Background: an optimization exercise with open tools, aiming at small area. Do not read the settings as production practice. RTL that was checked went through simulation tests only; none was proved equivalent to the original. The RTL of run 3 was laid out without a check of its function.

### flow/run.sh
#!/bin/bash
# synth_recipe.tcl (not shown) runs the flow's synth.tcl, then flattens the netlist and writes it again
# the make line also repeats each setting of config.mk as NAME=value (left out here)
make -C /OpenROAD-flow-scripts/flow DESIGN_CONFIG=/design/flow/config.mk WORK_HOME=/design/flow/orfs CLKGATE_MAP_FILE= SYNTH_SCRIPT=/design/flow/synth_recipe.tcl finish
### flow/config.mk
export PLATFORM = sky130hd
export DESIGN_NAME = linear_transfomation
export DESIGN_NICKNAME = linear_transfomation
export VERILOG_FILES = /design/flow/design.v
export SDC_FILE = /design/flow/constraint.sdc
export NUM_CORES = 4
export LEC_CHECK = 0
export ABC_AREA = 0
export CAP_MARGIN = 20
export CORE_MARGIN = 2
export CORE_UTILIZATION = 40
export PLACE_DENSITY = 0.6
export SLEW_MARGIN = 20
### flow/constraint.sdc
create_clock -name core_clock -period 5.5 [get_ports {clock}]
set_input_delay 1.1000 -clock core_clock [delete_from_list [all_inputs] [get_ports {clock}]]
set_output_delay 1.1000 -clock core_clock [all_outputs]
set_load 0.01 [all_outputs]
### flow/design.v
`timescale 1ns/1ps
module gen_delta #(
	parameter	X_DISPLACEMENT	= 16,
	parameter	DSIZE			= 16,
	parameter	DT_I			= 8,
	parameter	DT_D			= 4
)(
	input						clock			,
	input [DSIZE-1:0]			y_displacement	,
	output[DT_I+DT_D-1:0]		delta
);
localparam [DSIZE-1:0]	X_RECIPROCAL	= 2**DSIZE/X_DISPLACEMENT;  
reg [2*DSIZE-1:0]	slope;
always@(posedge clock)
	slope	<= y_displacement * X_RECIPROCAL;
reg [DT_I+DT_D-1:0]	delta_reg;		 
always@(posedge clock)
	if(|slope[2*DSIZE-1:DSIZE+DT_I+1])
			delta_reg	<= {(DT_I+DT_D){1'b1}};
	else 	delta_reg	<= {slope[DSIZE+:DT_I],slope[DSIZE-1-:DT_D]};
assign	delta	= delta_reg;
endmodule
`timescale 1ns/1ps
module gen_deltas_list #(
	parameter					DSIZE			= 16, 
    parameter					DT_I			= 8, 
	parameter					DT_D			= 4, 
	parameter [DSIZE-1:0]		M00				= 0,
	parameter [DSIZE-1:0]		M01         	= 16+M00,
	parameter [DSIZE-1:0]		M02         	= 16+M01,
	parameter [DSIZE-1:0]		M03         	= 16+M02,
	parameter [DSIZE-1:0]		M04         	= 16+M03,
	parameter [DSIZE-1:0]		M05         	= 16+M04,
	parameter [DSIZE-1:0]		M06         	= 16+M05,
	parameter [DSIZE-1:0]		M07         	= 16+M06,
	parameter [DSIZE-1:0]		M08         	= 16+M07,
	parameter [DSIZE-1:0]		M09         	= 16+M08,
	parameter [DSIZE-1:0]		M10         	= 16+M09,
	parameter [DSIZE-1:0]		M11         	= 16+M10,
	parameter [DSIZE-1:0]		M12         	= 16+M11,
	parameter [DSIZE-1:0]		M13         	= 16+M12,
	parameter [DSIZE-1:0]		M14         	= 16+M13,
	parameter [DSIZE-1:0]		M15         	= 16+M14,
	parameter [DSIZE-1:0]		M16         	= 16+M15
)(
	input					clock		,
	input					rst_n       ,
	input					cal_begin   ,
	output					cal_valid   ,
	input [DSIZE-1:0]		C00			, 
	input [DSIZE-1:0]		C01         , 
	input [DSIZE-1:0]		C02         , 
	input [DSIZE-1:0]		C03         , 
	input [DSIZE-1:0]		C04         , 
	input [DSIZE-1:0]		C05         , 
	input [DSIZE-1:0]		C06         , 
	input [DSIZE-1:0]		C07         , 
	input [DSIZE-1:0]		C08         , 
	input [DSIZE-1:0]		C09         , 
	input [DSIZE-1:0]		C10         , 
	input [DSIZE-1:0]		C11         , 
	input [DSIZE-1:0]		C12         , 
	input [DSIZE-1:0]		C13         , 
	input [DSIZE-1:0]		C14         , 
	input [DSIZE-1:0]		C15         ,
	input [DSIZE-1:0]		C16			,  
	output [DT_I+DT_D-1:0]			delta00 	,
	output [DT_I+DT_D-1:0]			delta01     ,
	output [DT_I+DT_D-1:0]			delta02     ,
	output [DT_I+DT_D-1:0]			delta03     ,
	output [DT_I+DT_D-1:0]			delta04     ,
	output [DT_I+DT_D-1:0]			delta05     ,
	output [DT_I+DT_D-1:0]			delta06     ,
	output [DT_I+DT_D-1:0]			delta07     ,
	output [DT_I+DT_D-1:0]			delta08     ,
	output [DT_I+DT_D-1:0]			delta09     ,
	output [DT_I+DT_D-1:0]			delta10     ,
	output [DT_I+DT_D-1:0]			delta11     ,
	output [DT_I+DT_D-1:0]			delta12     ,
	output [DT_I+DT_D-1:0]			delta13     ,
	output [DT_I+DT_D-1:0]			delta14     ,
	output [DT_I+DT_D-1:0]			delta15 
);
reg [3:0]	cstate,nstate;
localparam 	IDLE	= 4'd0	,
			LAT		= 4'd1  ,
			FSH		= 4'd2  ;
always@(posedge clock,negedge rst_n)
	if(~rst_n)	cstate	<= IDLE;
	else		cstate	<= nstate;
reg		cnt_fsh;
always@(*)
	case(cstate)
	IDLE:	nstate	= LAT;
	LAT: 	if(cnt_fsh)		nstate	= FSH;
			else			nstate	= LAT;
	FSH:	if(cal_begin)	nstate	= IDLE;  
			else			nstate	= FSH;
	default:				nstate	= IDLE;
	endcase
always@(posedge clock,negedge rst_n)begin:COUNTER
reg [2:0]	cnt;
	if(~rst_n)begin
		cnt_fsh	<= 1'b0;
		cnt		<= 3'd0;
	end else begin
		cnt_fsh	<= &cnt;
		case(nstate)
		LAT:	cnt	<= cnt + 1'b1;
		default:cnt	<= 3'd0;
		endcase
end end
reg		valid;
always@(posedge clock,negedge rst_n)
	if(~rst_n)	valid	<= 1'b0;
	else 
		case(nstate)
		FSH:	valid	<= 1'b1;
		default:valid	<= 1'b0;
		endcase
reg [DSIZE-1:0]		DC00		;
reg [DSIZE-1:0]		DC01        ;
reg [DSIZE-1:0]		DC02        ;
reg [DSIZE-1:0]		DC03        ;
reg [DSIZE-1:0]		DC04        ;
reg [DSIZE-1:0]		DC05        ;
reg [DSIZE-1:0]		DC06        ;
reg [DSIZE-1:0]		DC07        ;
reg [DSIZE-1:0]		DC08        ;
reg [DSIZE-1:0]		DC09        ;
reg [DSIZE-1:0]		DC10        ;
reg [DSIZE-1:0]		DC11        ;
reg [DSIZE-1:0]		DC12        ;
reg [DSIZE-1:0]		DC13        ;
reg [DSIZE-1:0]		DC14        ;
reg [DSIZE-1:0]		DC15        ;
always@(*)begin
	DC00	= C01	- C00	;	
	DC01    = C02	- C01   ;
	DC02    = C03	- C02   ;
	DC03    = C04	- C03   ;
	DC04    = C05	- C04   ;
	DC05    = C06	- C05   ;
	DC06    = C07	- C06   ;
	DC07    = C08	- C07   ;
	DC08    = C09	- C08   ;
	DC09    = C10	- C09   ;
	DC10    = C11	- C10   ;
	DC11    = C12	- C11   ;
	DC12    = C13	- C12   ;
	DC13    = C14	- C13   ;
	DC14    = C15	- C14   ;
	DC15    = C16	- C15   ;
end
gen_delta #(.X_DISPLACEMENT(M01-M00),.DSIZE(DSIZE),.DT_I(DT_I),.DT_D(DT_D))gen_delta_inst00(.clock(clock),.y_displacement(DC00),.delta(delta00));
gen_delta #(.X_DISPLACEMENT(M02-M01),.DSIZE(DSIZE),.DT_I(DT_I),.DT_D(DT_D))gen_delta_inst01(.clock(clock),.y_displacement(DC01),.delta(delta01));
gen_delta #(.X_DISPLACEMENT(M03-M02),.DSIZE(DSIZE),.DT_I(DT_I),.DT_D(DT_D))gen_delta_inst02(.clock(clock),.y_displacement(DC02),.delta(delta02));
gen_delta #(.X_DISPLACEMENT(M04-M03),.DSIZE(DSIZE),.DT_I(DT_I),.DT_D(DT_D))gen_delta_inst03(.clock(clock),.y_displacement(DC03),.delta(delta03));
gen_delta #(.X_DISPLACEMENT(M05-M04),.DSIZE(DSIZE),.DT_I(DT_I),.DT_D(DT_D))gen_delta_inst04(.clock(clock),.y_displacement(DC04),.delta(delta04));
gen_delta #(.X_DISPLACEMENT(M06-M05),.DSIZE(DSIZE),.DT_I(DT_I),.DT_D(DT_D))gen_delta_inst05(.clock(clock),.y_displacement(DC05),.delta(delta05));
gen_delta #(.X_DISPLACEMENT(M07-M06),.DSIZE(DSIZE),.DT_I(DT_I),.DT_D(DT_D))gen_delta_inst06(.clock(clock),.y_displacement(DC06),.delta(delta06));
gen_delta #(.X_DISPLACEMENT(M08-M07),.DSIZE(DSIZE),.DT_I(DT_I),.DT_D(DT_D))gen_delta_inst07(.clock(clock),.y_displacement(DC07),.delta(delta07));
gen_delta #(.X_DISPLACEMENT(M09-M08),.DSIZE(DSIZE),.DT_I(DT_I),.DT_D(DT_D))gen_delta_inst08(.clock(clock),.y_displacement(DC08),.delta(delta08));
gen_delta #(.X_DISPLACEMENT(M10-M09),.DSIZE(DSIZE),.DT_I(DT_I),.DT_D(DT_D))gen_delta_inst09(.clock(clock),.y_displacement(DC09),.delta(delta09));
gen_delta #(.X_DISPLACEMENT(M11-M10),.DSIZE(DSIZE),.DT_I(DT_I),.DT_D(DT_D))gen_delta_inst10(.clock(clock),.y_displacement(DC10),.delta(delta10));
gen_delta #(.X_DISPLACEMENT(M12-M11),.DSIZE(DSIZE),.DT_I(DT_I),.DT_D(DT_D))gen_delta_inst11(.clock(clock),.y_displacement(DC11),.delta(delta11));
gen_delta #(.X_DISPLACEMENT(M13-M12),.DSIZE(DSIZE),.DT_I(DT_I),.DT_D(DT_D))gen_delta_inst12(.clock(clock),.y_displacement(DC12),.delta(delta12));
gen_delta #(.X_DISPLACEMENT(M14-M13),.DSIZE(DSIZE),.DT_I(DT_I),.DT_D(DT_D))gen_delta_inst13(.clock(clock),.y_displacement(DC13),.delta(delta13));
gen_delta #(.X_DISPLACEMENT(M15-M14),.DSIZE(DSIZE),.DT_I(DT_I),.DT_D(DT_D))gen_delta_inst14(.clock(clock),.y_displacement(DC14),.delta(delta14));   
gen_delta #(.X_DISPLACEMENT(M16-M15),.DSIZE(DSIZE),.DT_I(DT_I),.DT_D(DT_D))gen_delta_inst15(.clock(clock),.y_displacement(DC15),.delta(delta15));   
assign	cal_valid	= !cal_begin && valid;
endmodule
`timescale 1ns/1ps
module linear_transfomation_func #(
	parameter	DSIZE		= 12,
	parameter	DT_I		= 8,
	parameter	DT_D		= 4
)(
	input					clock 		,
	input [DSIZE-1:0]		indata      ,
	output[DSIZE-1:0]		outdata     ,
	input [DT_I+DT_D-1:0]			delta00 	,
	input [DT_I+DT_D-1:0]			delta01     ,
	input [DT_I+DT_D-1:0]			delta02     ,
	input [DT_I+DT_D-1:0]			delta03     ,
	input [DT_I+DT_D-1:0]			delta04     ,
	input [DT_I+DT_D-1:0]			delta05     ,
	input [DT_I+DT_D-1:0]			delta06     ,
	input [DT_I+DT_D-1:0]			delta07     ,
	input [DT_I+DT_D-1:0]			delta08     ,
	input [DT_I+DT_D-1:0]			delta09     ,
	input [DT_I+DT_D-1:0]			delta10     ,
	input [DT_I+DT_D-1:0]			delta11     ,
	input [DT_I+DT_D-1:0]			delta12     ,
	input [DT_I+DT_D-1:0]			delta13     ,
	input [DT_I+DT_D-1:0]			delta14     ,
	input [DT_I+DT_D-1:0]			delta15     ,
	input [DSIZE-1:0]		M00			,
	input [DSIZE-1:0]		M01         ,
	input [DSIZE-1:0]		M02         ,
	input [DSIZE-1:0]		M03         ,
	input [DSIZE-1:0]		M04         ,
	input [DSIZE-1:0]		M05         ,
	input [DSIZE-1:0]		M06         ,
	input [DSIZE-1:0]		M07         ,
	input [DSIZE-1:0]		M08         ,
	input [DSIZE-1:0]		M09         ,
	input [DSIZE-1:0]		M10         ,
	input [DSIZE-1:0]		M11         ,
	input [DSIZE-1:0]		M12         ,
	input [DSIZE-1:0]		M13         ,
	input [DSIZE-1:0]		M14         ,
	input [DSIZE-1:0]		M15			,
	input [DSIZE-1:0]		C00			,
	input [DSIZE-1:0]		C01         ,
	input [DSIZE-1:0]		C02         ,
	input [DSIZE-1:0]		C03         ,
	input [DSIZE-1:0]		C04         ,
	input [DSIZE-1:0]		C05         ,
	input [DSIZE-1:0]		C06         ,
	input [DSIZE-1:0]		C07         ,
	input [DSIZE-1:0]		C08         ,
	input [DSIZE-1:0]		C09         ,
	input [DSIZE-1:0]		C10         ,
	input [DSIZE-1:0]		C11         ,
	input [DSIZE-1:0]		C12         ,
	input [DSIZE-1:0]		C13         ,
	input [DSIZE-1:0]		C14         ,
	input [DSIZE-1:0]		C15          
);
wire[15:0]		cmp;
assign	cmp[ 0]	=  indata > M00;
assign	cmp[ 1]	=  indata > M01;
assign	cmp[ 2]	=  indata > M02;
assign	cmp[ 3]	=  indata > M03;
assign	cmp[ 4]	=  indata > M04;
assign	cmp[ 5]	=  indata > M05;
assign	cmp[ 6]	=  indata > M06;
assign	cmp[ 7]	=  indata > M07;
assign	cmp[ 8]	=  indata > M08;
assign	cmp[ 9]	=  indata > M09;
assign	cmp[10]	=  indata > M10;
assign	cmp[11]	=  indata > M11;
assign	cmp[12]	=  indata > M12;
assign	cmp[13]	=  indata > M13;
assign	cmp[14]	=  indata > M14;
assign	cmp[15]	=  indata > M15;
reg[15:0]		cmp_lat1;
always@(posedge clock)	cmp_lat1	<= cmp;
reg[DSIZE-1:0]	indata_lat1;
always@(posedge clock)	indata_lat1	<= indata;
reg [DSIZE-1:0]	M_L_lat2;
reg [DSIZE-1:0]	M_H_lat2; 
always@(posedge clock)
	M_L_lat2 <= select(	cmp_lat1[7:0],
						M00	,
            			M01	,
            			M02	,
            			M03	,
            			M04	,
            			M05	,
            			M06	,
            			M07	);
always@(posedge clock)
	M_H_lat2 <= select(	cmp_lat1[15:8],
						M08	,
            			M09	,
            			M10	,
            			M11	,
            			M12	,
            			M13	,
            			M14	,
            			M15	);
reg [DT_I+DT_D-1:0]	D_L_lat2;
reg [DT_I+DT_D-1:0]	D_H_lat2;
always@(posedge clock)
	D_L_lat2 <= select(	cmp_lat1[7:0],
						delta00	,
            			delta01	,
            			delta02	,
            			delta03	,
            			delta04	,
            			delta05	,
            			delta06	,
            			delta07	);
always@(posedge clock)
	D_H_lat2 <= select(	cmp_lat1[15:8],
						delta08	,
            			delta09	,
            			delta10	,
            			delta11	,
            			delta12	,
            			delta13	,
            			delta14	,
            			delta15	);
reg 	h_l_lat2;
always@(posedge clock)
	if(|cmp_lat1[15:8])
			h_l_lat2	<= 1'b1;
	else	h_l_lat2	<= 1'b0;
reg [DSIZE-1:0]	indata_lat2;
always@(posedge clock)	indata_lat2	<= indata_lat1;
reg [DSIZE-1:0]	indata_H_lat2;
reg [DSIZE-1:0]	indata_L_lat2;
always@(posedge clock)
	indata_L_lat2 <= select(	cmp_lat1[7:0],
						C00	,
            			C01	,
            			C02	,
            			C03	,
            			C04	,
            			C05	,
            			C06	,
            			C07	);
always@(posedge clock)
	indata_H_lat2 <= select(	cmp_lat1[15:8],
						C08	,
            			C09	,
            			C10	,
            			C11	,
            			C12	,
            			C13	,
            			C14	,
            			C15	);
reg [DSIZE-1:0]		M_lat3;
reg [DT_I+DT_D-1:0]	D_lat3;
always@(posedge clock)	M_lat3	<= h_l_lat2? M_H_lat2 : M_L_lat2;
always@(posedge clock)	D_lat3	<= h_l_lat2? D_H_lat2 : D_L_lat2;
reg [DSIZE-1:0]	indata_lat3;
always@(posedge clock)	indata_lat3	<= indata_lat2;
reg [DSIZE-1:0]	Cdata_lat3;
always@(posedge clock)	Cdata_lat3	<= h_l_lat2? indata_H_lat2 : indata_L_lat2;
reg [DSIZE-1:0]	Sub_lat4;
always@(posedge clock)	Sub_lat4	<= indata_lat3 - M_lat3;
reg [DT_I+DT_D-1:0]	D_lat4;
always@(posedge clock)	D_lat4		<= D_lat3;
reg [DSIZE-1:0]	indata_lat4;
always@(posedge clock)	indata_lat4	<= Cdata_lat3; 
reg [DSIZE+DT_I+DT_D-1:0]	Mul_lat5;
always@(posedge clock)	Mul_lat5	<= Sub_lat4 * D_lat4;
reg [DSIZE-1:0]	indata_lat5;
always@(posedge clock)	indata_lat5	<= indata_lat4; 
reg [DSIZE:0]	odata_lat6;
always@(posedge clock)	odata_lat6	<= indata_lat5 + { Mul_lat5[DSIZE+DT_I+DT_D-1:DT_D+1], |Mul_lat5[DT_D:DT_D-2]};
function automatic [DSIZE-1:0] select;
	input [7:0]				key	;
	input [DSIZE-1:0]		S00	;
	input [DSIZE-1:0]		S01	;
	input [DSIZE-1:0]		S02	;
	input [DSIZE-1:0]		S03	;
	input [DSIZE-1:0]		S04	;
	input [DSIZE-1:0]		S05	;
	input [DSIZE-1:0]		S06	;
	input [DSIZE-1:0]		S07	;		
begin
	casex(key)
	8'b1111_1111:	select	= S07;
	8'b0111_1111:	select	= S06;
	8'b0011_1111:	select	= S05;
	8'b0001_1111:	select	= S04;
	8'b0000_1111:	select	= S03;
	8'b0000_0111:	select	= S02;
	8'b0000_0011:	select	= S01;
	8'b0000_0001:	select	= S00; 
	8'b0000_0000:	select	= S00;
	default:		select	= S00;
	endcase
end
endfunction
assign	outdata	= odata_lat6[DSIZE]? {DSIZE{1'b1}} : odata_lat6[DSIZE-1:0];
integer test_data;
always@(*)	test_data	= { Mul_lat5[DSIZE+DT_I+DT_D-1:DT_D+1], |Mul_lat5[DT_D:DT_D-2]};
endmodule
`timescale 1ns/1ps
module linear_transfomation #(
	parameter					DSIZE			= 12,
	parameter					DT_I			= 8, 
	parameter					DT_D			= 4,
	parameter [DSIZE-1:0]		M00				= 0,
	parameter [DSIZE-1:0]		M01         	= 256+M00,
	parameter [DSIZE-1:0]		M02         	= 256+M01,
	parameter [DSIZE-1:0]		M03         	= 256+M02,
	parameter [DSIZE-1:0]		M04         	= 256+M03,
	parameter [DSIZE-1:0]		M05         	= 256+M04,
	parameter [DSIZE-1:0]		M06         	= 256+M05,
	parameter [DSIZE-1:0]		M07         	= 256+M06,
	parameter [DSIZE-1:0]		M08         	= 256+M07,
	parameter [DSIZE-1:0]		M09         	= 256+M08,
	parameter [DSIZE-1:0]		M10         	= 256+M09,
	parameter [DSIZE-1:0]		M11         	= 256+M10,
	parameter [DSIZE-1:0]		M12         	= 256+M11,
	parameter [DSIZE-1:0]		M13         	= 256+M12,
	parameter [DSIZE-1:0]		M14         	= 256+M13,
	parameter [DSIZE-1:0]		M15         	= 256+M14,
	parameter [DSIZE-1:0]		M16         	= 256+M15-1
)(
	input					clock 		,	
	input					rst_n       ,
	input					cal_begin   ,
	output					cal_valid   ,
	input [DSIZE-1:0]		indata      ,
	output[DSIZE-1:0]		outdata     ,
	input [DSIZE-1:0]		C00			,
	input [DSIZE-1:0]		C01         ,
	input [DSIZE-1:0]		C02         ,
	input [DSIZE-1:0]		C03         ,
	input [DSIZE-1:0]		C04         ,
	input [DSIZE-1:0]		C05         ,
	input [DSIZE-1:0]		C06         ,
	input [DSIZE-1:0]		C07         ,
	input [DSIZE-1:0]		C08         ,
	input [DSIZE-1:0]		C09         ,
	input [DSIZE-1:0]		C10         ,
	input [DSIZE-1:0]		C11         ,
	input [DSIZE-1:0]		C12         ,
	input [DSIZE-1:0]		C13         ,
	input [DSIZE-1:0]		C14         ,
	input [DSIZE-1:0]		C15         ,
	input [DSIZE-1:0]		C16           
);
wire [DT_I+DT_D-1:0]			delta00 	;
wire [DT_I+DT_D-1:0]			delta01     ;
wire [DT_I+DT_D-1:0]			delta02     ;
wire [DT_I+DT_D-1:0]			delta03     ;
wire [DT_I+DT_D-1:0]			delta04     ;
wire [DT_I+DT_D-1:0]			delta05     ;
wire [DT_I+DT_D-1:0]			delta06     ;
wire [DT_I+DT_D-1:0]			delta07     ;
wire [DT_I+DT_D-1:0]			delta08     ;
wire [DT_I+DT_D-1:0]			delta09     ;
wire [DT_I+DT_D-1:0]			delta10     ;
wire [DT_I+DT_D-1:0]			delta11     ;
wire [DT_I+DT_D-1:0]			delta12     ;
wire [DT_I+DT_D-1:0]			delta13     ;
wire [DT_I+DT_D-1:0]			delta14     ;  
wire [DT_I+DT_D-1:0]			delta15     ;     
gen_deltas_list #(
	.DSIZE				(DSIZE		),				 
    .DT_I				(DT_I		),
	.DT_D				(DT_D		),
	.M00				(M00		),
	.M01         		(M01		),
	.M02         		(M02		),
	.M03         		(M03		),
	.M04         		(M04		),
	.M05         		(M05		),
	.M06         		(M06		),
	.M07         		(M07		),
	.M08         		(M08		),
	.M09         		(M09		),
	.M10         		(M10		),
	.M11         		(M11		),
	.M12         		(M12		),
	.M13         		(M13		),
	.M14         		(M14		),
	.M15         		(M15		),
	.M16         		(M16		)
)gen_deltas_list_inst(
 	.clock 		(clock 		),		
 	.rst_n      (rst_n      ), 
 	.cal_begin  (cal_begin  ), 
 	.cal_valid  (cal_valid  ), 
 	.C00		(C00		),			
 	.C01        (C01        ),
 	.C02        (C02        ),
 	.C03        (C03        ),
 	.C04        (C04        ),
 	.C05        (C05        ),
 	.C06        (C06        ),
 	.C07        (C07        ),
 	.C08        (C08        ),
 	.C09        (C09        ),
 	.C10        (C10        ),
 	.C11        (C11        ),
 	.C12        (C12        ),
 	.C13        (C13        ),
 	.C14        (C14        ),
 	.C15        (C15        ),
 	.C16        (C16        ),
 	.delta00	(delta00	), 	
 	.delta01    (delta01    ),
 	.delta02    (delta02    ),
 	.delta03    (delta03    ),
 	.delta04    (delta04    ),
 	.delta05    (delta05    ),
 	.delta06    (delta06    ),
 	.delta07    (delta07    ),
 	.delta08    (delta08    ),
 	.delta09    (delta09    ),
 	.delta10    (delta10    ),
 	.delta11    (delta11    ),
 	.delta12    (delta12    ),
 	.delta13    (delta13    ),
 	.delta14    (delta14    ),
 	.delta15    (delta15    )
);
linear_transfomation_func #(
	.DSIZE			(DSIZE	),	
	.DT_I			(DT_I	),
	.DT_D			(DT_D	)
)linear_transfomation_func_inst(
 	.clock 		(clock 		),		
 	.indata     (indata     ),
 	.outdata    (outdata    ),
 	.delta00 	(delta00	),	
 	.delta01    (delta01    ),
 	.delta02    (delta02    ),
 	.delta03    (delta03    ),
 	.delta04    (delta04    ),
 	.delta05    (delta05    ),
 	.delta06    (delta06    ),
 	.delta07    (delta07    ),
 	.delta08    (delta08    ),
 	.delta09    (delta09    ),
 	.delta10    (delta10    ),
 	.delta11    (delta11    ),
 	.delta12    (delta12    ),
 	.delta13    (delta13    ),
 	.delta14    (delta14    ),
 	.delta15    (delta15 	),
 	.M00		(M00		),			
 	.M01        (M01		),
 	.M02        (M02		),
 	.M03        (M03		),
 	.M04        (M04		),
 	.M05        (M05		),
 	.M06        (M06		),
 	.M07        (M07		),
 	.M08        (M08		),
 	.M09        (M09		),
 	.M10        (M10		),
 	.M11        (M11		),
 	.M12        (M12		),
 	.M13        (M13		),
 	.M14        (M14		),
 	.M15        (M15		),
 	.C00		(C00		),			
 	.C01        (C01        ),
 	.C02        (C02        ),
 	.C03        (C03        ),
 	.C04        (C04        ),
 	.C05        (C05        ),
 	.C06        (C06        ),
 	.C07        (C07        ),
 	.C08        (C08        ),
 	.C09        (C09        ),
 	.C10        (C10        ),
 	.C11        (C11        ),
 	.C12        (C12        ),
 	.C13        (C13        ),
 	.C14        (C14        ),
 	.C15        (C15        )
);
endmodule
==> run summary, run 1 <==
Placed design:
- The congestion estimate from routability-driven global placement came to 0.894.
- The port buffer count is 231.
- After detailed placement, the total cell area comes to 25900 µm².
- Before CTS, the worst setup slack after placement is 0.720 ns.
- The placed wire-length estimate is 50900 µm.

Timing:
- The tightest slew margin relative to the limit is 26.5%.
- At the pin with the least slew margin, the transition time is 1.10 ns.
- The clock skew after layout is 0.0171 ns.
- The peak clock frequency supported by timing is 0.210 GHz.
- The minimum clock period after layout is 4.76 ns.
- The final-layout setup total negative slack is 0 ns.
- The final max-slew violation count is 0.
- Setup repair after global routing left no endpoint under its margin.
- The final critical-path share of the clock period is 86.5%.
- The worst setup margin is 0.741 ns.
- The number of endpoints with negative hold slack in the final report is 0.
- The final-report setup violation count is 0.

Logic synthesis:
- The average instance in the mapped netlist occupies 9.48 µm².
- The share of the Yosys chip area taken by registers is 40.3%.
- The share of flip-flops with an asynchronous set or reset after synthesis is 1.53%.
- The count of yosys warnings during synthesis is 4.
- The cell count after synthesis is 2413.
- The synthesized design contains 0 enable-type register cells.
- Counting flops and latches in the post-synthesis netlist gives 458.
- The commonest register cell after synthesis is dfxtp_1.
- After synthesis the cells add up to 22900 µm².
- Counting distinct cell types in the post-synthesis netlist gives 72.
- The post-synth net total is 2915.

Floorplan:
- During I/O placement, the number of pins put on the boundary was 232.
- In this run the vertical extent of the chip is 243 µm.
- The core region is 56500 µm².
- The floorplan row count is 87.
- In this run the horizontal extent of the chip is 243 µm.
- The overall die area is 59100 µm².
- The initial core utilization is 40.5%.

Drt:
- The routed length per instance is 18.2 µm.
- The first-pass iteration count of the detailed router is 5.
- The final antenna-violating net count is 0.
- The final layout contains routed wiring with a total length of 62400 µm.
- The routed via count divided by cell count is 5.03.
- The DRC violations left is 0.
- The routed layout has 17.3k vias.
- The detailed router finished its first iteration with 1141 violations.

Worst setup path:
- The end of the worst register-to-register path is linear_transfomation_func_inst.Mul_lat5[15].
- The standard cell with the maximum stage delay on the critical path is dfxtp_1.
- The worst setup path is launched from a register.
- Grouping stages by cell kind, the critical path spends the most delay in adder cells.
- Of all nets on the critical path, the largest fanout is 12.
- The worst register-to-register path begins at linear_transfomation_func_inst.D_lat4[4].
- The endpoint kind of the worst setup timing path is a register.
- The signal on the critical path passes through nand2_1, fa_1, inv_1, fa_1, fa_1, fa_1, inv_1, fa_1, inv_1, ha_1, nor3_1, o211ai_1, a41oi_1, o21bai_1, a21oi_1, xnor2_1.
- The peak per-stage delay on the critical path is 0.56 ns.
- In this run the worst setup path begins at linear_transfomation_func_inst.D_lat4[4].
- The worst-case register-to-register setup slack is 0.74 ns.
- Measured in cells, the most critical reg-to-reg path has a length of 16.
- The critical path is of the reg2reg type.
- Among the stages of the critical path, the cell type that occurs most often is fa_1.
- Counting both buffers and inverters, the worst setup path holds a total of 3.
- The arrival time reported for the critical path endpoint is 5.27 ns.
- STA puts the critical path data required time at 6.01 ns.

GRT:
- The number of global-route vias before repair was 17.4k.
- For this run the aggregate overflow at the end of global routing stands at 0.
- The first global-routing pass estimated 96900 µm of wire.
- The total global routing track utilization is 21.0%.
- The initial antenna violation count is 0.
- The maximum number of pins on one net before global-route repair is 33.

Clock tree:
- The tree is rooted in a clkbuf_16.
- The count of hold-fix buffers inserted at cts is 0.
- The later pin in the worst-skew pair is clocked with a latency of 0.59 ns.
- The number of gates resized after CTS was 0.
- The tree built by TritonCTS fans out to 458 sinks.
- Buffers inserted during clock tree synthesis total 47.
- After clock tree synthesis, the clock-pin slew on the worst setup and hold paths is 0.06 ns.
- The buffers inserted during post-CTS setup optimization is 0.
- The number of H-tree branching levels is 2.
- TritonCTS built the clock tree.
- The clock passes through at most 3 buffers.

Final layout:
- Counting the fill cells in the layout gives 5268.
- The share of cells above drive strength 1 is 7.02%.
- The final layout contains 3144 nets.
- The largest register by flop count is linear_transfomation_func_inst.cmp_lat1.
- The area growth from synthesis to layout is 20.6%.
- The number of antenna diodes is 0.
- Measured on the finished design, the core utilization comes to 48.8%.
- In the final layout, the registers with the most flip-flops are linear_transfomation_func_inst.cmp_lat1: 16 flops, linear_transfomation_func_inst.Mul_lat5: 15 flops, linear_transfomation_func_inst.odata_lat6: 13 flops.
- The sequential cells in the finished layout cover a total of 9200 µm².
- The summed area of non-filler cells in the final layout is 27600 µm².
- The register with the most flip-flops in the layout has 16 of them.
- The multi-input logic area is 12400 µm².

Worst hold path:
- The worst hold path begins at gen_deltas_list_inst.gen_delta_inst10.slope[8].
- The classification of the worst-slack hold path is reg2reg.
- Along the worst hold path, the cell count comes to 0.
- The end point of the most critical hold path is gen_deltas_list_inst.gen_delta_inst10.delta_reg[0].

Run:
- Max-cap violations in this run came to 0.

Run status:
- The run finished with no timing, DRC or antenna violations.
-- area by class of cell --
cell class	instances	area share, %
multi-input cells	1622	44.8
flip-flops and latches	458	33.4
inverters	269	3.66
clock buffers	61	4.82
clock inverters	25	1.14
well taps	756	3.43
repair buffers	244	8.74
-- cells in the mapped netlist (all sizes together) (10+ instances only) --
library cell,count,area share (%)
and2,49,1.3
nand2b,31,0.88
dfxtp,451,39
a221oi,11,0.42
or3,15,0.43
mux2,34,1.7
o21ai,112,2.5
or2,35,0.96
nand3,26,0.57
ha,224,12
a21boi,18,0.59
a22oi,40,1.3
clkbuf,38,0.62
o22ai,25,0.68
mux2i,60,2.6
a22o,11,0.42
xnor2,78,3.0
nor2b,20,0.55
a21o,29,0.95
and3,11,0.30
inv,268,4.4
fa,59,5.2
a21oi,180,4.1
xor2,47,1.8
o21a,15,0.49
nor3,36,0.83
nand4,10,0.49
buf,26,0.62
or4,14,0.46
nand2,133,2.2
nor2,219,3.6
-- metal layers --
metal  part of all wire, %  global-route usage, %  routed length (µm)  vias up
li1                      -                      -                   -     8645
met1                    46                   28.3               28900     8135
met2                    47                   35.1               29400      392
met3                   4.2                   2.81                2620       99
met4                   2.5                   5.86                1590        0
met5                     0                      0                   0        -
-- cells in the final DEF (no fill, tap or decap), types with 8 or more instances in the layout --
| cell type | Yosys | final |
|---|---|---|
| dfxtp_1 | 451 | 451 |
| inv_1 | 268 | 268 |
| clkdlybuf4s50_1 | 0 | 231 |
| ha_1 | 224 | 224 |
| nor2_1 | 216 | 216 |
| a21oi_1 | 171 | 171 |
| nand2_1 | 133 | 133 |
| o21ai_0 | 111 | 111 |
| xnor2_1 | 78 | 78 |
| mux2i_1 | 60 | 60 |
| fa_1 | 59 | 59 |
| and2_1 | 48 | 48 |
| xor2_1 | 47 | 47 |
| clkbuf_16 | 0 | 47 |
| a22oi_1 | 40 | 40 |
| nor3_1 | 34 | 34 |
| mux2_2 | 34 | 34 |
| nand2b_1 | 30 | 30 |
| a21o_1 | 29 | 29 |
| nand3_1 | 26 | 26 |
| o22ai_1 | 25 | 25 |
| or2_2 | 21 | 21 |
| nor2b_1 | 20 | 20 |
| a21boi_0 | 17 | 17 |
| o21a_1 | 15 | 15 |
| or3_1 | 14 | 14 |
| or4_1 | 14 | 14 |
| buf_4 | 4 | 13 |
| and3_1 | 11 | 11 |
| a221oi_1 | 11 | 11 |
| a22o_1 | 11 | 11 |
| clkbuf_8 | 0 | 10 |
| a21oi_2 | 9 | 9 |
| or2_0 | 9 | 9 |
| a311o_1 | 9 | 9 |
| o22a_1 | 9 | 9 |
| nor3b_1 | 8 | 8 |
| a2111o_1 | 8 | 8 |
| nand4_2 | 8 | 8 |
-- kinds of logic (layout without fill, tap and decap cells) --
logic type	Yosys count	in the layout	synth area share, %
adders and majority gates	283	283	17.4
AOI/OAI and AO/OA	500	500	14.1
DFF	458	458	40.3
muxes	94	94	4.30
buffers and inverters	333	599	5.66
and+or+nand+nor	620	620	13.5
xor gates and xnor gates	125	125	4.79
-- stage by stage --
| stage | instances | hold WS (ns) |
|---|---|---|
| 6_report | 3435 | 0.316 |
| 5_1_grt | 3435 | 0.325 |
| 4_1_cts | 3435 | 0.308 |
| 3_3_place_gp | 3349 | 0.311 |
| 3_5_place_dp | 3349 | 0.312 |
| 2_1_floorplan | 2413 | 0.310 |
-- worst register-to-register path: stages (launching register included) --
cell and delay, ns:
dfxtp_1 0.56, nand2_1 0.13, fa_1 0.52, inv_1 0.05, fa_1 0.41, fa_1 0.50, fa_1 0.49, inv_1 0.05
fa_1 0.53, inv_1 0.04, ha_1 0.22, nor3_1 0.24, o211ai_1 0.18, a41oi_1 0.33, o21bai_1 0.10, a21oi_1 0.20
xnor2_1 0.13
-- how the worst max path moves through the flow --
stage | endpoint | slack [ns] | cells past startpoint
2_1_floorplan | linear_transfomation_func_inst.Mul_lat5[15] | 1.00 | 17
5_1_grt | linear_transfomation_func_inst.Mul_lat5[15] | 0.38 | 16
6_report | linear_transfomation_func_inst.Mul_lat5[15] | 0.74 | 16
3_5_place_dp | linear_transfomation_func_inst.Mul_lat5[15] | 0.72 | 16
4_1_cts | linear_transfomation_func_inst.Mul_lat5[15] | 0.70 | 16
3_3_place_gp | linear_transfomation_func_inst.Mul_lat5[15] | 0.85 | 16
==> run 2, diff against run 1 <==
==> flow/design.v (replaced) <==
`timescale 1ns/1ps
module linear_transfomation (
	input			clock,
	input			rst_n,
	input			cal_begin,
	output			cal_valid,
	input  [11:0]	indata,
	output [11:0]	outdata,
	input  [11:0]	C00, C01, C02, C03, C04, C05, C06, C07, C08,
	input  [11:0]	C09, C10, C11, C12, C13, C14, C15, C16
);
reg  [3:0]	cnt;		 
wire		ready = cnt[3] & cnt[0];
always @(posedge clock, negedge rst_n)
	if (~rst_n)			cnt <= 4'd0;
	else if (ready)		cnt <= cal_begin ? 4'd0 : 4'd9;
	else				cnt <= cnt + 4'd1;
assign cal_valid = ready & ~cal_begin;
reg [11:0]	x1;
always @(posedge clock) x1 <= indata;
wire		lo_zero	= ~|x1[7:0];
wire		full	= lo_zero & |x1[11:8];
wire [3:0]	s		= x1[11:8] - {3'd0, full};
wire [2:0]	j		= s[3:1];
wire [3:0]	e		= {1'b0, j} + {3'd0, s[0]};
reg [11:0]	codd, ceven;
always @(*) begin
	case (j)
	3'd0: codd = C01;
	3'd1: codd = C03;
	3'd2: codd = C05;
	3'd3: codd = C07;
	3'd4: codd = C09;
	3'd5: codd = C11;
	3'd6: codd = C13;
	default: codd = C15;
	endcase
	case (e)
	4'd0: ceven = C00;
	4'd1: ceven = C02;
	4'd2: ceven = C04;
	4'd3: ceven = C06;
	4'd4: ceven = C08;
	4'd5: ceven = C10;
	4'd6: ceven = C12;
	4'd7: ceven = C14;
	default: ceven = C16;
	endcase
end
wire [11:0]	c_lo	= s[0] ? codd  : ceven;
wire [11:0]	c_hi	= s[0] ? ceven : codd;
wire [11:0]	dc		= c_hi - c_lo;
wire [7:0]	d		= dc[11:4];
wire [15:0]	p		= full ? {d, 8'd0} : x1[7:0] * d;
wire [11:0]	a		= {p[15:5], |p[4:2]};
reg [11:0]	y2, y3, y4, y5, y6;
always @(posedge clock) begin
	y2 <= c_lo + a;
	y3 <= y2;
	y4 <= y3;
	y5 <= y4;
	y6 <= y5;
end
assign outdata = y6;
endmodule
==> run summary, run 2 <==
Run status:
- The flow ran to the end, but the layout failed its checks.
- In this run the layout check failures are negative setup slack.

Worst hold path:
- The worst hold path cell count is 0.
- The classification of the worst-slack hold path is reg2reg.
- The worst min-delay path startpoint is y5[9].
- The path with the worst hold slack has its endpoint at y6[9].

Logic synthesis:
- inv_1 is the most common cell in the netlist.
- The distinct cell type count of the synthesized netlist is 78.
- By area, the combinational part of the netlist is dominated by adder cells.
- Summed over all instances, the cell type with the most area after synthesis is dfxtp_1.
- The most used flip-flop cell after synthesis is dfxtp_1.
- The number of synthesized flops with an enable pin is 0.
- Sorting the synthesized cells by area gives the leading types as dfxtp_1 21%, ha_1 11%, fa_1 11%.
- The count of yosys warnings during synthesis is 1.
- The share of the Yosys chip area taken by registers is 22.3%.
- The area fraction of the dominant cell type after synthesis is 20.8%.
- The synthesized netlist devotes 21.8% of its cell area to adder and majority cells.
- After synthesis, the most frequently instantiated cells are 78 x inv_1, 72 x dfxtp_1, 61 x ha_1, 59 x mux2i_1, 50 x nand2_1.
- The area fraction in and, or, nand and nor cells after synthesis is 16.2%.
- The xor and xnor fraction of the mapped netlist area is 5.16%.
- The area fraction in compound gates after synthesis is 18.3%.
- Averaged over all synthesized cells, the footprint is 8.96 µm².
- When the netlist entered floorplanning its net count stood at 1089.
- For this run, asynchronously set or reset flops after synthesis account for 5.26%.
- Synthesis inferred 76 register bits.
- The cell count after synthesis came out at 772.
- The mapped cell area is 6910 µm².
- Measured against the total synthesized area, the mux share comes to 10.3%.

Run:
- Max-cap violations in this run came to 0.

Timing:
- Clock skew on the completed layout was measured at 0.0109 ns.
- The number of endpoints with negative hold slack in the final report is 0.
- Setup repair after global routing could not meet its margin everywhere.
- The final max-slew violation count is 0.
- The worst pin sits at a relative slew slack of 56.7%.
- Setup violations remaining at the end of the flow were counted as 12.
- After layout, the minimum clock period comes to 10.0 ns.
- The final critical path takes up 182% of the cycle.
- Across all hold checks on the routed design, the worst slack comes to 0.324 ns.
- Derived from the worst setup path, the maximum achievable clock frequency is 0.100 GHz.
- After layout, the worst setup slack is -4.50 ns.
- The transition time of the tightest slew-check pin is 0.643 ns.

GRT:
- The first global-routing pass estimated 41100 µm of wire.
- The total overflow left after global routing is 0.
- Entering global routing, the biggest net connects 36 pins.
- Global routing consumed, over all layers together, 29.1% of the routing resources.
- The number of global-route vias before repair was 8039.
- The initial antenna violation count is 3.

Worst setup path:
- The number of cells on the worst reg-to-reg path is 52.
- By instance count, the cell type seen most on the critical path is ha_4.
- At the worst endpoint, the arrival time is 10.25 ns.
- The classification of the worst setup path is reg2reg.
- The startpoint identified for the worst register-to-register timing path is x1[11].
- Together, buffers and inverters on the worst path number 10.
- The kind of start point of the critical path is a register.
- The worst register-to-register path ends at y2[11].
- The worst-case register-to-register setup slack is -4.50 ns.
- The peak per-stage delay on the critical path is 0.54 ns.
- The endpoint kind of the worst setup timing path is a register.
- The required time reported for the critical path endpoint is 5.75 ns.
- The top fanout value on the critical path is 7.
- The largest delay contributor family on the critical path is adder cells.
- Among all stages on the critical path, the largest delay is contributed by fa_2.

Clock tree:
- The clock root buffer is clkbuf_16.
- The clock-pin transition on the worst setup and hold timing paths is 0.07 ns.
- The tree built by TritonCTS fans out to 76 sinks.
- The longest clock path from root to sink contains 2 buffers.
- The number of H-tree branching levels is 3.
- Clock latency on the worst-skew pair, taken at its later pin, is 0.34 ns.
- The number of buffers created by CTS is 9.
- TritonCTS built the clock tree.

Final layout:
- In the final layout, the share of cells above drive strength 1 is 35.8%.
- In the layout the commonest cells are 231 x clkdlybuf4s50_1, 217 x buf_4, 68 x dfxtp_1, 62 x inv_1, 58 x mux2i_1.
- The library cell used most frequently in the layout, excluding fill and tap cells, is clkdlybuf4s50_1.
- The area growth from synthesis to final layout is 82.0%.
- The final net count is 1548.
- Summing all multi-input logic gate instances after layout gives 5880 µm².
- Across the whole layout, storage elements account for 1550 µm².
- The count of fill cells added during filler insertion is 1183.

Drt:
- The DRC marker count from the first detailed-route iteration is 292.
- The first detailed-routing pass took 5 iterations.
- The final antenna-violating net count is 0.
- In the routed design, unresolved DRC markers number 0.
- The via count is 7720.
- The routed length per instance is 19.3 µm.
- The routed design has 28300 µm of wire.
- In the routed layout, each cell is associated on average with a via count of 5.27.

Floorplan:
- The floorplan step set the die width to 135 µm.
- The floorplan row count is 48.
- The number of I/O pins is 232.
- The floorplan step set the die height to 135 µm.
- The floorplan step defined a core boundary enclosing 17100 µm².
- The die covers 18400 µm².
- The initial utilization of the core area, before any placement, comes to 40.4%.

Placed design:
- Routability-driven placement finished with a final weighted congestion of 0.955.
- After legalization and detailed placement, the total HPWL measured 21400 µm.
- Prior to clock tree synthesis, the placed netlist has a worst setup slack of -4.79 ns.
- The port buffer count is 231.
==> run 2: kinds of logic after synthesis <==
kind of cell,after synthesis
AO/OA/AOI/OAI,178
AND/OR/NAND/NOR,211
XOR/XNOR,36
adder cells (fa/ha/maj),98
multiplexers,67
buffers and inverters,106
flip-flops,76
==> run 2: stage by stage <==
| stage | utilization (%) | setup TNS, ns | cells | cell area [µm²] |
|---|---|---|---|---|
| final | 73.5 | -42.99 | 1464 | 12600 |
| after global routing | 73.5 | -47.40 | 1464 | 12600 |
| after CTS | 69.2 | -39.59 | 1442 | 11900 |
| after detailed placement | 63.3 | -43.52 | 1365 | 10800 |
| after global placement | 63.3 | -40.30 | 1365 | 10800 |
| after floorplan | - | -42.28 | 772 | 7220 |
==> run 2: worst max-delay path by stage <==
stage | start | to | slack (ns) | depth (start not counted)
after floorplan | x1[10] | y2[11] | -4.80 | 55
after global placement | x1[0] | y2[11] | -4.39 | 50
after detailed placement | x1[0] | y2[11] | -4.79 | 50
after CTS | x1[2] | y2[11] | -4.30 | 53
after global routing | x1[11] | y2[11] | -4.89 | 52
final | x1[11] | y2[11] | -4.50 | 52
==> run 2: timing repair <==
item,in CTS,in global routing
pin swaps,62,104
endpoints found under the setup margin,12,12
cloned,0,0
hold buffers,0,0
setup buffers,64,33
gates resized for setup,68,121
==> run 2: layout make-up <==
type | instances | area share, %
Antenna cell | 3 | 0.0596
Clock buffer | 9 | 1.79
Clock inverter | 7 | 0.537
Inverter | 79 | 2.51
Multi-Input combinational cell | 590 | 46.7
Sequential cell | 76 | 12.3
Tap cell | 225 | 2.24
Timing Repair Buffer | 475 | 33.9
==> run 2: routing by layer <==
metal	track usage (%)	vias to the layer above	part of all wire (%)
li1	-	3654	-
met1	32.9	3718	39
met2	52.7	285	52
met3	5.80	63	5.4
met4	13.3	0	3.9
met5	0	-	0
==> run 3, diff against run 2 <==
--- a/flow/design.v
+++ b/flow/design.v
@@ -18,7 +18,5 @@
 assign cal_valid = ready & ~cal_begin;
-reg [11:0]	x1;
-always @(posedge clock) x1 <= indata;
-wire		lo_zero	= ~|x1[7:0];
-wire		full	= lo_zero & |x1[11:8];
-wire [3:0]	s		= x1[11:8] - {3'd0, full};
+wire [11:0]	x		= indata;
+wire		full	= ~|x[7:0] & |x[11:8];
+wire [3:0]	s		= x[11:8] - {3'd0, full};
 wire [2:0]	j		= s[3:1];
@@ -52,9 +50,21 @@
 wire [11:0]	dc		= c_hi - c_lo;
-wire [7:0]	d		= dc[11:4];
-wire [15:0]	p		= full ? {d, 8'd0} : x1[7:0] * d;
+reg [11:0]	c1;
+reg [7:0]	d1, u1;
+reg			full1;
+always @(posedge clock) begin
+	c1		<= c_lo;
+	d1		<= dc[11:4];
+	u1		<= x[7:0];
+	full1	<= full;
+end
+wire [15:0]	p		= full1 ? {d1, 8'd0} : u1 * d1;
 wire [11:0]	a		= {p[15:5], |p[4:2]};
-reg [11:0]	y2, y3, y4, y5, y6;
+reg [11:0]	c2, a2;
 always @(posedge clock) begin
-	y2 <= c_lo + a;
-	y3 <= y2;
+	c2 <= c1;
+	a2 <= a;
+end
+reg [11:0]	y3, y4, y5, y6;
+always @(posedge clock) begin
+	y3 <= c2 + a2;
 	y4 <= y3;
==> run summary, run 3 <==
Run status:
- The flow ran to the end, but the layout failed its checks.
- The layout checks failed on negative setup slack.

Logic synthesis:
- Sorting the synthesized cells by area gives the leading types as dfxtp_1 29%, ha_1 11%, fa_1 10%.
- The mapped cell area is 7070 µm².
- The area fraction of the dominant cell type after synthesis is 28.6%.
- The mux cell area share after synthesis is 5.43%.
- Summing the areas of all compound-gate instances in the mapped netlist gives 19.3% of the synthesized area.
- After Yosys synthesis, XOR and XNOR cells account for 3.96% of the synthesized area.
- The netlist uses 66 different library cells.
- The share of flip-flops with an asynchronous set or reset after synthesis is 3.81%.
- The synthesized netlist devotes 21.3% of its cell area to adder and majority cells.
- The post-synth net total is 1073.
- After synthesis, the most frequently instantiated cells are 101 x dfxtp_1, 66 x inv_1, 61 x ha_1, 58 x nand2_1, 52 x a22oi_1.
- dfxtp_1 takes more of the synthesized area than any other cell.
- The count of yosys warnings during synthesis is 1.
- dfxtp_1 is the most common cell in the netlist.
- The area fraction in and, or, nand and nor cells after synthesis is 14.7%.
- Synthesis handed over a netlist of 756 instances.
- The commonest register cell after synthesis is dfxtp_1.
- The average instance in the mapped netlist occupies 9.36 µm².
- The proportion of synthesized chip area in sequential cells is 30.0%.
- After synthesis, the largest family of logic cells by area is adder cells.
- The flop and latch count out of synthesis is 105.
- The synthesized design contains 0 enable-type register cells.

Drt:
- The final antenna-violating net count is 0.
- The routed via count divided by cell count is 5.30.
- The DRC violations left is 0.
- For this block, the initial DRC count from the detailed router was 416.
- The first TritonRoute pass finished after 5 iterations.
- The routed length per instance is 17.3 µm.
- Wires add up to 22500 µm.
- Detailed routing inserted a total of 6869 vias.

Worst hold path:
- The classification of the worst-slack hold path is reg2reg.
- The worst hold path cell count is 0.

Placed design:
- After detailed placement, the design holds a cell count of 1268.
- The placed wire-length estimate is 19200 µm.
- The port buffer count is 231.
- Before CTS, the worst setup slack after placement is -0.880 ns.
- Summing all placed instances gives a cell area of 10300 µm².
- Routability-driven placement finished with a final weighted congestion of 0.942.

Floorplan:
- In this run the core area contains 48 standard-cell rows.
- The die covers 18800 µm².
- During I/O placement, the number of pins put on the boundary was 232.
- In this run the standard cell core region covers 17300 µm².
- The die is 137 µm tall.
- For this configuration, the core starts out at a cell density of 40.9%.
- The die width is 137 µm.

GRT:
- The final global-route overflow total is 0.
- The number of global-route vias before repair is 7224.
- The first global-routing pass estimated 35700 µm of wire.
- The maximum number of pins on one net before global-route repair is 26.
- Across every metal layer, demand over resource in global routing totals 24.6%.
- The initial antenna violation count is 4.

Worst setup path:
- The number of cells on the worst reg-to-reg path is 17.
- The worst setup path is of the in2reg kind.
- The endpoint kind of the worst setup timing path is a register.
- The kind of start point of the critical path is a primary input.
- Along the worst path, the maximum fanout reaches 6.
- The arrival time reported for the critical path endpoint is 5.77 ns.
- The required time reported for the critical path endpoint is 5.76 ns.

Timing:
- The final critical-path share of the clock period is 100%.
- Setup slack on the critical path of the routed design comes to -0.00841 ns.
- The clock arrives with 0.0164 ns of skew.
- The final max-slew violation count is 0.
- Based on the critical path, the design can be clocked at up to 0.182 GHz.
- The worst pin sits at a relative slew slack of 55.0%.
- The final-report setup violation count is 1.
- The minimum clock period after layout is 5.51 ns.
- The number of endpoints with negative hold slack in the final report is 0.
- Summed over all failing endpoints, the final setup total negative slack is -0.00841 ns.
- Across all hold checks on the routed design, the worst slack comes to 0.314 ns.
- Setup repair after global routing could not meet its margin everywhere.
- At the pin with the least slew margin, the transition time is 0.674 ns.

Clock tree:
- The clock passes through at most 2 buffers.
- In this run, post-CTS hold repair placed 0 buffers.
- The number of buffers created by CTS is 9.
- The number of H-tree branching levels is 3.
- The clock sink total is 105.
- TritonCTS built the clock tree.
- The later-pin clock latency in the skew report is 0.35 ns.
- Clock tree synthesis selected as its root buffer the cell clkbuf_16.
- The clock-pin transition on the worst setup and hold timing paths is 0.08 ns.

Final layout:
- The summed area of non-filler cells in the final layout is 10900 µm².
- The final net count is 1379.
- Relative to the synthesized area, the layout overhead comes to 54.2%.
- Cells with a size suffix above 1 make up 17.9% of the layout.
- The top cell types in the final layout, fill and taps aside, are 219 x clkdlybuf4s50_1, 101 x dfxtp_1, 90 x buf_4, 65 x inv_1, 56 x nand2_1.
- The core utilization of the finished layout is 63.1%.
- After the flow finishes, the layout carries non-filler instances totaling 1297.
- The library cell used most frequently in the layout, excluding fill and tap cells, is clkdlybuf4s50_1.

Run:
- The tool flagged a number of max-cap violations equal to 0.
-- run 3: changes by cell type after synthesis, moves of 9 or more --
cell and delta:
mux2i_1 -42, a22oi_1 +41, a21oi_1 -31, dfxtp_1 +29, inv_1 -12, and2_1 -11, a221oi_1 +10, nand4_1 +10
a22o_1 +9
-- run 3: final cells by class --
| cell class | instances | area (µm²) |
|---|---|---|
| fillers | 1403 | 6390 |
| multi-input cells | 554 | 4910 |
| repair buffers | 325 | 3020 |
| clock buffers | 10 | 239 |
| clock inverters | 6 | 65.1 |
| flip-flops and latches | 105 | 2120 |
| diodes | 5 | 12.5 |
| well taps | 225 | 282 |
| inverters | 67 | 256 |
-- run 3: path summary, 6_finish.rpt --
path / end / start / slack [ns]
worst max-delay path: d1[7] / indata[6] / -0.008
worst min-delay path: c2[11] / c1[11] / 0.31
worst max register to register: a2[11] / d1[2] / 0.58
worst min register to register: c2[11] / c1[11] / 0.31
max in group asynchronous: cnt[3] / rst_n / 4.37
min in group asynchronous: cnt[2] / rst_n / 0.96
-- run 3: kinds of logic after synthesis --
| family | after synthesis |
|---|---|
| AOI/OAI and AO/OA | 183 |
| and+or+nand+nor | 209 |
| muxes | 32 |
| buffers and inverters | 97 |
| adders and majority gates | 98 |
| DFF | 105 |
| xor gates and xnor gates | 32 |
-- run 3: metal layers --
metal,share of wire (%),global-route usage [%],vias to the layer above
met5,0,0,-
met4,2.5,9.51,0
met3,5.5,3.74,30
met2,50,43.1,260
met1,42,30.3,3266
li1,-,-,3313
-- run 3: critical path, cell delays in order --
cell           delay (ns)
dlygate4sd2_1        0.26
nor4_2               0.14
buf_4                0.16
o311a_4              0.22
ha_4                 0.17
xor2_4               0.20
ha_4                 0.19
ha_4                 0.17
nor3_4               0.05
or3b_4               0.41
a22oi_4              0.32
nor2_4               0.09
a22o_1               0.20
a221oi_2             0.19
nand4_1              0.17
o21ai_1              0.17
mux2i_1              0.11
ha_1                 0.31
nand2_1              0.07
nor2_2               0.14
nand2_2              0.07
o32ai_4              0.31
nand2_1              0.11
a311oi_2             0.30
xnor2_1              0.14
-- run 3: timing repair --
action	4_1_cts	5_1_grt
gates resized for setup	47	34
setup endpoints to repair	7	6
buffers inserted	7	1
pin swaps	29	24
==> run 4, diff against run 3 <==
--- a/flow/design.v
+++ b/flow/design.v
@@ -18,3 +18,4 @@
 assign cal_valid = ready & ~cal_begin;
-wire [11:0]	x		= indata;
+reg [11:0]	x;
+always @(posedge clock) x <= indata;
 wire		full	= ~|x[7:0] & |x[11:8];
@@ -66,6 +67,5 @@
 end
-reg [11:0]	y3, y4, y5, y6;
+reg [11:0]	y4, y5, y6;
 always @(posedge clock) begin
-	y3 <= c2 + a2;
-	y4 <= y3;
+	y4 <= c2 + a2;
 	y5 <= y4;
==> flow/flow/run.sh (new file) <==
#!/bin/bash
# Standard layout, with the port buffers made from the smallest buffer cell.
export BUFFER_PORTS_ARGS="-buffer_cell sky130_fd_sc_hd__buf_1"
bash standard.sh > standard.log 2>&1
==> flow/standard.sh (new file) <==
#!/bin/bash
# synth_recipe.tcl (not shown) runs the flow's synth.tcl, then flattens the netlist and writes it again
# the make line also repeats each setting of config.mk as NAME=value (left out here)
make -C /OpenROAD-flow-scripts/flow DESIGN_CONFIG=/design/flow/config.mk WORK_HOME=/design/flow/orfs CLKGATE_MAP_FILE= SYNTH_SCRIPT=/design/flow/synth_recipe.tcl "${@:-finish}"
--- a/flow/config.mk
+++ b/flow/config.mk
@@ -10,4 +10,4 @@
 export CORE_MARGIN = 2
-export CORE_UTILIZATION = 40
-export PLACE_DENSITY = 0.6
+export CORE_UTILIZATION = 65
+export PLACE_DENSITY = 0.75
 export SLEW_MARGIN = 20
removed: flow/run.sh
==> run summary, run 4 <==
Worst setup path:
- In this design, the stage delay of the slowest critical-path cell is 0.46 ns.
- STA classifies the critical path endpoint as a register.
- The arrival time reported for the critical path endpoint is 5.65 ns.
- STA puts the critical path data required time at 5.76 ns.
- Along the worst path, the maximum fanout reaches 6.
- The kind of start point of the critical path is a register.
- Traced cell by cell, the critical path runs through or2_2, o311a_4, ha_4, xor2_4, ha_4, ha_4, or3b_2, nand3b_1, a22oi_2, nor3_2, buf_4, a22o_1, a221oi_1, nand4_1, o21ai_2, mux2_2, ha_1, nand2_1, nor2_2, nand2_1, o32ai_4, nand2_1, a311oi_2, xnor2_1.
- The standard cell with the maximum stage delay on the critical path is or3b_2.
- The classification of the worst setup path is reg2reg.

Timing:
- The final-report setup violation count is 0.
- The peak clock frequency supported by timing is 0.186 GHz.
- The final max-slew violation count is 0.
- The worst pin sits at a relative slew slack of 37.6%.
- Summed over all failing endpoints, the final setup total negative slack is 0 ns.
- The worst path uses 97.9% of the clock period.
- Subtracting the final worst setup slack from the clock period gives 5.39 ns.
- The worst hold slack after final layout is 0.332 ns.
- The transition time of the tightest slew-check pin is 0.936 ns.
- Once routing completed, OpenROAD measured the worst setup slack at 0.114 ns.
- The clock skew after layout is 0.0197 ns.
- The number of endpoints with negative hold slack in the final report was 0.

Drt:
- The overall routed net length is 21400 µm.
- The first-pass iteration count of the detailed router is 6.
- The via count is 7002.
- The DRC violations left is 0.
- The count of nets left with antenna violations once routing finished came out at 0.
- After the first detailed-routing iteration, the DRC count stood at 715.
- After detailed routing, the average wire length per cell comes to 18.7 µm.
- The routed via count divided by cell count is 6.13.

Run status:
- The flow ran to the end and the layout has no timing, DRC or antenna violations.

Logic synthesis:
- Of all cell types, the one taking the most synthesized area is dfxtp_1.
- The distinct cell type count of the synthesized netlist is 66.
- After synthesis, the share of flip-flops with an asynchronous set or reset is 3.81%.
- In this run the biggest area consumer among cell types represents 28.6% of the synthesized area.
- By area the synthesized netlist is led by dfxtp_1 29%, ha_1 11%, fa_1 10%.
- Summing the sequential cell areas from Yosys gives 30.0% of the chip area.
- The count of yosys warnings during synthesis is 1.
- The post-synth net total is 1073.
- The synthesized area per cell is 9.36 µm².
- For this run, the leading register cell type out of synthesis is dfxtp_1.
- In this run the cell area of the synthesized design comes to 7070 µm².
- By instance count, the leading cell after synthesis is dfxtp_1.
- The cell count after synthesis is 756.
- The flop and latch count out of synthesis is 105.
- The synthesized design contains 0 enable-type register cells.
- The commonest cells after synthesis are 101 x dfxtp_1, 66 x inv_1, 61 x ha_1, 58 x nand2_1, 52 x a22oi_1.

Placed design:
- Prior to clock tree synthesis, the placed netlist has a worst setup slack of -0.258 ns.
- Once placement completed, the tool counted placed cells totaling 1117.
- At the end of routability-driven placement, the weighted congestion stood at 1.06.
- The placement-stage cell area is 8150 µm².
- In this run the tool buffered the top-level ports with 231 buffer cells.
- The wire-length estimate of the detail-placed layout is 17000 µm.

Clock tree:
- The number of buffers between clock root and the deepest sink is 2.
- The H-tree generated during clock tree synthesis spans 3 levels.
- CTS saw 105 sinks.
- Clock-pin slew was measured on the worst setup and hold paths at 0.12 ns.
- Clock tree synthesis selected as its root buffer the cell clkbuf_8.
- TritonCTS built the clock tree.
- The later-pin clock latency in the skew report is 0.37 ns.
- Clock tree synthesis inserted a total of 9 buffers.

GRT:
- The first global-routing pass estimated 32500 µm of wire.
- The total global routing track utilization is 35.8%.
- The number of global-route vias before repair is 6881.
- Entering global routing, the biggest net connects 26 pins.
- The initial antenna violation count came to 0.
- Summed over all layers, the global routing overflow is 0.

Floorplan:
- Row generation in the floorplan step produced 38 rows.
- The overall die area is 11700 µm².
- Once the floorplan was initialized, standard cells occupied 65.8% of the core.
- The die width is 108 µm.
- The core region is 10700 µm².
- The overall die height is 108 µm.
- The number of I/O pins is 232.

Final layout:
- The library cells used most frequently in the layout, excluding fill and tap cells, are 231 x buf_1, 101 x dfxtp_1, 65 x inv_1, 58 x nand2_1, 56 x ha_1.
- The finished layout holds 1143 standard cells, fillers aside.
- The number of antenna diodes is 0.
- The final net count is 1315.
- Measured on the finished design, the core utilization comes to 80.3%.
- Leaving out fill and tap cells, the most frequent cell in the layout is buf_1.
- In the final layout, the share of cells above drive strength 1 is 9.67%.
- With fillers left out, the area of the finished cells amounts to 8620 µm².
- The area growth from synthesis to layout is 21.9%.

Run:
- The count of maximum capacitance violations is 0.

Worst hold path:
- In this run the worst hold path is classified as reg2reg.
-- run 4: logic make-up (layout without fill, tap and decap cells) --
family	Yosys count	after routing	synth area share [%]
AO/OA/AOI/OAI	183	183	19.3
XOR/XNOR	32	32	3.96
adder cells (fa/ha/maj)	98	98	21.3
buffers and inverters	97	344	5.38
flip-flops	105	105	30.0
multiplexers	32	32	5.43
AND/OR/NAND/NOR	209	209	14.7
-- run 4: critical path, delay by kind of cell (launching register included) --
| kind | cells | cell delay, ns |
|---|---|---|
| compound gates | 7 | 1.42 |
| xor+xnor | 2 | 0.29 |
| fa+ha+maj | 4 | 0.89 |
| buf+inv | 1 | 0.19 |
| flops | 1 | 0.35 |
| mux | 1 | 0.31 |
| simple gates | 9 | 1.81 |
-- run 4: repair_timing --
item / 4_1_cts / 5_1_grt
setup endpoints to repair: 6 / 7
buffers inserted: 1 / 8
hold buffers: 0 / 0
gates resized for setup: 6 / 31
pin swaps: 1 / 15
gates cloned: 0 / 1
-- run 4: area by class of cell --
class,count,area [µm²]
multi-input cells,554,4770
inverters,67,251
clock buffers,9,124
flip-flops and latches,105,2120
fillers,690,2120
repair buffers,261,1090
clock inverters,7,91.3
well taps,140,175
-- run 4: per-layer routing --
layer / wire length (µm) / part of all wire, % / GRT usage (%) / up-vias
li1: - / - / - / 3187
met1: 7950 / 37 / 42.4 / 3278
met2: 10500 / 49 / 61.5 / 440
met3: 1690 / 7.9 / 6.09 / 97
met4: 1200 / 5.6 / 19.6 / 0
met5: 0 / 0 / 0 / -
-- run 4: final timing paths --
kind / start / endpoint / slack, ns / cells after the start
worst max-delay path: x[11] / d1[7] / 0.11 / 24
worst min-delay path: y4[4] / y5[4] / 0.33 / 0
worst max register to register: x[11] / d1[7] / 0.11 / 24
worst min register to register: y4[4] / y5[4] / 0.33 / 0
max in group asynchronous: rst_n / cnt[0] / 4.80 / 1
min in group asynchronous: rst_n / cnt[3] / 0.52 / 1

[afterwards: timing with drivers on the ports]
The results above use ideal ports. As a check the final layouts listed here were re-extracted and re-timed, cells and wires unchanged. Step 1 sets driving cells, clkbuf_16 on the clock port and buf_2 on the other inputs (assumed; they add their load-dependent delay and slew). Step 2 times the ports against the registers' clock, not the clock port: input delays grow and output delays shrink by t, the midpoint of the rising clock arrivals with the driver on. Three values: ideal, step 1, step 2; two values: the first two.
run	shift t [ns]	slack for setup (ns)	latest minus earliest clock arrival (ns)	worst slew at a driven data input, ns	cell pins on the clock port's net
run 1	0.637	0.741 / 0.741 / 0.741	0.019 / 0.020	0.07	1
run 2	0.370	-4.497 / -4.497 / -4.497	0.012 / 0.011	0.09	1
run 3	0.376	-0.008 / 0.009 / -0.367	0.016 / 0.016	0.08	1
run 4	0.393	0.114 / 0.114 / 0.114	0.019 / 0.020	0.06	1
The setup slack of run 3, which loses most, moves by +0.017 ns with the drivers and by -0.359 ns with both steps.
